From an optimization exercise on the open Yosys and OpenROAD flow, aimed at small area and a short achievable clock period; shortcuts taken in it are not production practice. Function was checked by simulation only, so behaviour that the tests miss may differ from the original. No activity file was given, so power comes from the tool's default toggle rates.

Setup of rev 12:
==> flow/design.v <==
module rf_aoi222(input s0, input s1, input s2,
                 input [31:0] d0, input [31:0] d1, input [31:0] d2,
                 output [31:0] y);
    assign y = ~(({32{s0}} & d0) | ({32{s1}} & d1) | ({32{s2}} & d2));
endmodule
module rf_aoi22(input s0, input s1, input [31:0] d0, input [31:0] d1,
                output [31:0] y);
    assign y = ~(({32{s0}} & d0) | ({32{s1}} & d1));
endmodule
module rf_nand11(input [351:0] a, output [95:0] h);
    genvar i;
    generate
        for (i = 0; i < 32; i = i + 1) begin : g
            assign h[i]      = ~&{a[i], a[32+i], a[64+i], a[96+i]};
            assign h[32+i]   = ~&{a[128+i], a[160+i], a[192+i], a[224+i]};
            assign h[64+i]   = ~&{a[256+i], a[288+i], a[320+i]};
        end
    endgenerate
endmodule
module or3x32(input [95:0] h, output [31:0] y);
    assign y = h[31:0] | h[63:32] | h[95:64];
endmodule
module rf_read(input [31:0] sel, input [1023:0] q, output [95:0] h);
    wire [351:0] p;
    genvar k;
    generate
        for (k = 0; k < 10; k = k + 1) begin : g
            rf_aoi222 u(.s0(sel[3*k]), .s1(sel[3*k+1]), .s2(sel[3*k+2]),
                        .d0(q[3*k*32 +: 32]), .d1(q[(3*k+1)*32 +: 32]), .d2(q[(3*k+2)*32 +: 32]),
                        .y(p[k*32 +: 32]));
        end
    endgenerate
    rf_aoi22 u10(.s0(sel[30]), .s1(sel[31]), .d0(q[30*32 +: 32]), .d1(q[31*32 +: 32]),
                 .y(p[320 +: 32]));
    rf_nand11 un(.a(p), .h(h));
endmodule
module pg32(input [31:0] a, input [31:0] b, output [31:0] g, output [31:0] p);
    assign g = a & b;
    assign p = a ^ b;
endmodule
module xor32(input [31:0] a, input [31:0] b, output [31:0] y);
    assign y = a ^ b;
endmodule
module sk32(input [31:0] g0, input [31:0] p0, output [31:0] G);
    reg [31:0] g, p;
    integer l, i;
    always @(*) begin
        g = g0;
        p = p0;
        for (l = 0; l < 5; l = l + 1)
            for (i = 0; i < 32; i = i + 1)
                if ((i >> l) & 1) begin
                    g[i] = g[i] | (p[i] & g[((i >> l) << l) - 1]);
                    p[i] = p[i] & p[((i >> l) << l) - 1];
                end
    end
    assign G = g;
endmodule
module skand32(input [31:0] x, output [31:0] A);
    reg [31:0] p;
    integer l, i;
    always @(*) begin
        p = x;
        for (l = 0; l < 5; l = l + 1)
            for (i = 0; i < 32; i = i + 1)
                if ((i >> l) & 1)
                    p[i] = p[i] & p[((i >> l) << l) - 1];
    end
    assign A = p;
endmodule
module add32(input [31:0] a, input [31:0] b, output [31:0] s);
    wire [31:0] g, p, G;
    pg32 u0(.a(a), .b(b), .g(g), .p(p));
    sk32 u1(.g0(g), .p0(p), .G(G));
    xor32 u2(.a(p), .b({G[30:0], 1'b0}), .y(s));
endmodule
module add32c(input [31:0] a, input [31:0] b, input ci, output [31:0] s, output co);
    wire [31:0] g, p, G;
    pg32 u0(.a(a), .b(b), .g(g), .p(p));
    sk32 u1(.g0({g[31:1], g[0] | (p[0] & ci)}), .p0(p), .G(G));
    xor32 u2(.a(p), .b({G[30:0], ci}), .y(s));
    assign co = G[31];
endmodule
module inc4(input [31:0] x, output [31:0] y);
    wire [31:0] z;
    skand32 u0(.x({2'b11, x[31:2]}), .A(z));
    xor32 u1(.a(x), .b({z[28:0], 3'b100}), .y(y));
endmodule
module risc_kgp(input clk,
                input reset,
                output [31:0] imem_addr,
                input [31:0] imem_data,
                output [31:0] dmem_addr,
                output [31:0] dmem_wdata,
                output dmem_we,
                input [31:0] dmem_rdata);
    wire [31:0] instr = imem_data;
    wire [4:0]  op = instr[31:27];
    wire [4:0]  rs = instr[26:22];
    wire [4:0]  rt = instr[21:17];
    wire [4:0]  sh = instr[16:12];
    wire [3:0]  fn = instr[10:7];
    wire [31:0] imm = {{15{instr[16]}}, instr[16:0]};
    wire op_sh   = (op == 5'd1);
    wire op_lw   = (op == 5'd2);
    wire op_sw   = (op == 5'd3);
    wire op_addi = (op == 5'd4);
    wire op_comp = (op == 5'd5);
    wire op_br   = (op == 5'd7);
    wire op_bal  = (op == 5'd9);
    wire is_branch = (op == 5'd6) | op_br | (op == 5'd8) | op_bal;
    wire op_fn   = (op == 5'd0) | op_sh | op[4] | (op[3] & op[1]) | (op[3] & op[2]);
    reg [31:0] pc;
    assign imem_addr = pc;
    wire [31:0] pc4;
    inc4 pcinc(.x(pc), .y(pc4));
    reg  [31:0]   valid;
    wire [1023:0] rfq;
    wire        rf_we = ~(op_sw | (op == 5'd6) | op_br | (op == 5'd8));
    wire [4:0]  rf_wa = op_lw ? rt : (op_bal ? 5'd31 : rs);
    wire [31:0] rf_wd;
    wire [31:0] sel_a, sel_b;
    genvar gi;
    generate
        for (gi = 0; gi < 32; gi = gi + 1) begin : g_reg
            reg [31:0] q;
            always @(posedge clk)
                if (rf_we & (rf_wa == gi)) q <= rf_wd;
            assign rfq[gi*32 +: 32] = q;
            assign sel_a[gi] = valid[gi] & (rs == gi);
            assign sel_b[gi] = valid[gi] & (rt == gi);
        end
    endgenerate
    always @(posedge clk or posedge reset) begin
        if (reset)
            valid <= 32'd0;
        else if (rf_we)
            valid[rf_wa] <= 1'b1;
    end
    wire [95:0] ha, hb;
    wire [31:0] ra, rb, ra_addr;
    rf_read rda(.sel(sel_a), .q(rfq), .h(ha));
    rf_read rdb(.sel(sel_b), .q(rfq), .h(hb));
    or3x32 ora(.h(ha), .y(ra));
    or3x32 ora2(.h(ha), .y(ra_addr));
    or3x32 orb(.h(hb), .y(rb));
    wire [31:0] addr;
    add32 aadd(.a(ra_addr), .b(imm), .s(addr));
    wire [31:0] X = op_sh ? {27'd0, sh} : ((op_addi | op_comp) ? imm : rb);
    wire        op_neg = (op_fn & (fn == 4'd1)) | op_comp;
    wire [31:0] sum;
    wire        carry;
    add32c alu_add(.a(ra & {32{~op_neg}}), .b(X ^ {32{op_neg}}), .ci(op_neg), .s(sum), .co(carry));
    wire        sh_left = (fn == 4'd4);
    wire        sh_arith = (fn == 4'd6);
    wire        sh_big = |X[31:5];
    wire        fill = sh_arith & ra[31];
    reg  [31:0] ra_rev;
    integer j;
    always @(*) for (j = 0; j < 32; j = j + 1) ra_rev[j] = ra[31 - j];
    wire [31:0] sh_in = sh_left ? ra_rev : ra;
    wire [63:0] sh_ext = {{32{fill}}, sh_in};
    wire [31:0] sh_r = sh_ext >> X[4:0];
    wire [31:0] sh_rr = sh_big ? {32{fill}} : sh_r;
    reg  [31:0] sh_out_rev;
    always @(*) for (j = 0; j < 32; j = j + 1) sh_out_rev[j] = sh_rr[31 - j];
    wire [31:0] sh_out = sh_left ? sh_out_rev : sh_rr;
    reg [31:0] alu;
    always @(*) begin
        if (op_fn) begin
            case (fn)
                4'd2: alu = ra & X;
                4'd3: alu = ra ^ X;
                4'd4, 4'd5, 4'd6: alu = sh_out;
                default: alu = sum;
            endcase
        end else
            alu = sum;
    end
    assign rf_wd = op_lw ? dmem_rdata : (op_bal ? pc4 : alu);
    assign dmem_addr  = addr;
    assign dmem_wdata = rb;
    assign dmem_we    = op_sw;
    wire zero = (ra == 32'd0);
    wire sign = ra[31];
    reg  cond;
    always @(*) begin
        case (rt)
            5'd1: cond = carry;
            5'd2: cond = ~carry;
            5'd3: cond = zero;
            5'd4: cond = sign;
            5'd5: cond = ~zero;
            default: cond = 1'b1;
        endcase
    end
    wire taken = is_branch & cond;
    wire [31:0] pc_off = taken ? (op_br ? ra : imm) : 32'd0;
    wire [31:0] next_pc;
    add32 tadd(.a(pc4), .b(pc_off), .s(next_pc));
    always @(posedge clk or posedge reset) begin
        if (reset)
            pc <= 32'd0;
        else
            pc <= next_pc;
    end
endmodule
export LEC_CHECK = 0
export CAP_MARGIN = 20
export CORE_MARGIN = 2
export CORE_UTILIZATION = 40
export SLEW_MARGIN = 20
export SYNTH_HIERARCHICAL = 1
create_clock -name core_clock -period 30.0 [get_ports {clk}]
standard.sh (not shown) runs the stock make flow with config.mk's settings and CLKGATE_MAP_FILE= SYNTH_SCRIPT=/design/flow/synth_recipe.tcl, a recipe that flattens the netlist after the stock synthesis.
==> flow/flow/run.sh <==
#!/bin/bash
# Own layout flow: the standard ORFS flow (standard.sh, standard synthesis
# unchanged) with different optimisation settings:
#  - timing repair aims for a setup margin, so that the resizer works on the
#    input-to-output paths even though the 30 ns clock is met without it;
#  - ports are buffered with buf_2 rather than the default delay cell (the
#    resizer upsizes the ones on critical paths);
#  - a clock tree with fewer, larger leaf clusters and no dummy loads;
#  - no gate cloning in timing repair: after global routing nothing repairs
#    the slew of a net that a far-placed clone lengthens.
# Every ORFS step keeps its own full log under orfs/logs/; make's output is in
# run_make.log.
set -euo pipefail
cd "$(dirname "$0")/.."
MARGIN=${MARGIN:-13.9}
export CTS_ARGS="-sink_clustering_enable -repair_clock_nets -dont_use_dummy_load -buf_list {sky130_fd_sc_hd__clkbuf_16} -root_buf sky130_fd_sc_hd__clkbuf_16 -sink_clustering_size 24 -sink_clustering_max_diameter 120"
bash standard.sh \
    SETUP_SLACK_MARGIN=$MARGIN \
    SKIP_GATE_CLONING=1 \
    "BUFFER_PORTS_ARGS=-buffer_cell sky130_fd_sc_hd__buf_2" \
    finish > run_make.log 2>&1
The inputs of rev 13 differ from those of rev 12 as listed below.
diff --git a/flow/design.v b/flow/design.v
--- a/flow/design.v
+++ b/flow/design.v
@@ -71,18 +71,23 @@
 module add32(input [31:0] a, input [31:0] b, output [31:0] s);
     wire [31:0] g, p, G;
     pg32 u0(.a(a), .b(b), .g(g), .p(p));
     sk32 u1(.g0(g), .p0(p), .G(G));
     xor32 u2(.a(p), .b({G[30:0], 1'b0}), .y(s));
 endmodule
-module add32c(input [31:0] a, input [31:0] b, input ci, output [31:0] s, output co);
+module add32c(input [31:0] a, input [31:0] b, output [31:0] s, output co);
     wire [31:0] g, p, G;
     pg32 u0(.a(a), .b(b), .g(g), .p(p));
-    sk32 u1(.g0({g[31:1], g[0] | (p[0] & ci)}), .p0(p), .G(G));
-    xor32 u2(.a(p), .b({G[30:0], ci}), .y(s));
+    sk32 u1(.g0(g), .p0(p), .G(G));
+    xor32 u2(.a(p), .b({G[30:0], 1'b0}), .y(s));
     assign co = G[31];
+endmodule
+module neg32(input [31:0] x, output [31:0] y);
+    wire [31:0] z;
+    skand32 u0(.x(~x), .A(z));
+    xor32 u1(.a(x), .b({~z[30:0], 1'b0}), .y(y));
 endmodule
 module inc4(input [31:0] x, output [31:0] y);
     wire [31:0] z;
     skand32 u0(.x({2'b11, x[31:2]}), .A(z));
     xor32 u1(.a(x), .b({z[28:0], 3'b100}), .y(y));
 endmodule
@@ -144,16 +149,17 @@
     or3x32 ora(.h(ha), .y(ra));
     or3x32 ora2(.h(ha), .y(ra_addr));
     or3x32 orb(.h(hb), .y(rb));
     wire [31:0] addr;
     add32 aadd(.a(ra_addr), .b(imm), .s(addr));
     wire [31:0] X = op_sh ? {27'd0, sh} : ((op_addi | op_comp) ? imm : rb);
-    wire        op_neg = (op_fn & (fn == 4'd1)) | op_comp;
     wire [31:0] sum;
     wire        carry;
-    add32c alu_add(.a(ra & {32{~op_neg}}), .b(X ^ {32{op_neg}}), .ci(op_neg), .s(sum), .co(carry));
+    add32c alu_add(.a(ra), .b(X), .s(sum), .co(carry));
+    wire [31:0] neg;
+    neg32 alu_neg(.x(X), .y(neg));
     wire        sh_left = (fn == 4'd4);
     wire        sh_arith = (fn == 4'd6);
     wire        sh_big = |X[31:5];
     wire        fill = sh_arith & ra[31];
     reg  [31:0] ra_rev;
     integer j;
@@ -166,18 +172,21 @@
     always @(*) for (j = 0; j < 32; j = j + 1) sh_out_rev[j] = sh_rr[31 - j];
     wire [31:0] sh_out = sh_left ? sh_out_rev : sh_rr;
     reg [31:0] alu;
     always @(*) begin
         if (op_fn) begin
             case (fn)
+                4'd1: alu = neg;
                 4'd2: alu = ra & X;
                 4'd3: alu = ra ^ X;
                 4'd4, 4'd5, 4'd6: alu = sh_out;
                 default: alu = sum;
             endcase
-        end else
+        end else if (op_comp)
+            alu = neg;
+        else
             alu = sum;
     end
     assign rf_wd = op_lw ? dmem_rdata : (op_bal ? pc4 : alu);
     assign dmem_addr  = addr;
     assign dmem_wdata = rb;
     assign dmem_we    = op_sw;
@@ -192,16 +201,15 @@
             5'd4: cond = sign;
             5'd5: cond = ~zero;
             default: cond = 1'b1;
         endcase
     end
     wire taken = is_branch & cond;
-    wire [31:0] pc_off = taken ? (op_br ? ra : imm) : 32'd0;
-    wire [31:0] next_pc;
-    add32 tadd(.a(pc4), .b(pc_off), .s(next_pc));
+    wire [31:0] target;
+    add32 tadd(.a(pc4), .b(op_br ? ra : imm), .s(target));
     always @(posedge clk or posedge reset) begin
         if (reset)
             pc <= 32'd0;
         else
-            pc <= next_pc;
-    end
-endmodule
+            pc <= taken ? target : pc4;
+    end
+endmodule
Notes after the runs:
Diff rev 12 -> rev 13 | total power | increase of 2.0%. On setup slack, rev 12 tracks rev 13 almost exactly. Combinational share of power was lower in the run labelled rev 12. Of rev 12 and rev 13, the higher placed cell area belongs to rev 13. For core utilization, rev 13 and rev 12 come out practically identical. Worst stage delay on the critical path for rev 13 is lower than for rev 12.

-- separate check: timing with driven ports --
No port has a modelled driver above. Below, the same layouts with a new extraction and two added sets of constraints. Step 1 assumes that a clkbuf_16 drives the clock port and a buf_2 every other input. Step 2, shift: input delay + t, output delay - t, t = (earliest + latest rising clock arrival at the registers) / 2. This alone moves slack from input paths to output paths. Three values: ideal ports, drivers, drivers and shift; two values: the first two.
run	shift t [ns]	setup slack, ns	worst data-port slew with drivers (ns)
rev 12	0.750	13.798 / 13.595 / 13.595	0.27
rev 13	0.757	13.801 / 13.640 / 13.640	0.33
After both steps setup and hold are still met in every run listed. The setup slack of rev 12, which loses most, moves by -0.203 ns with the drivers and by -0.203 ns with both steps.
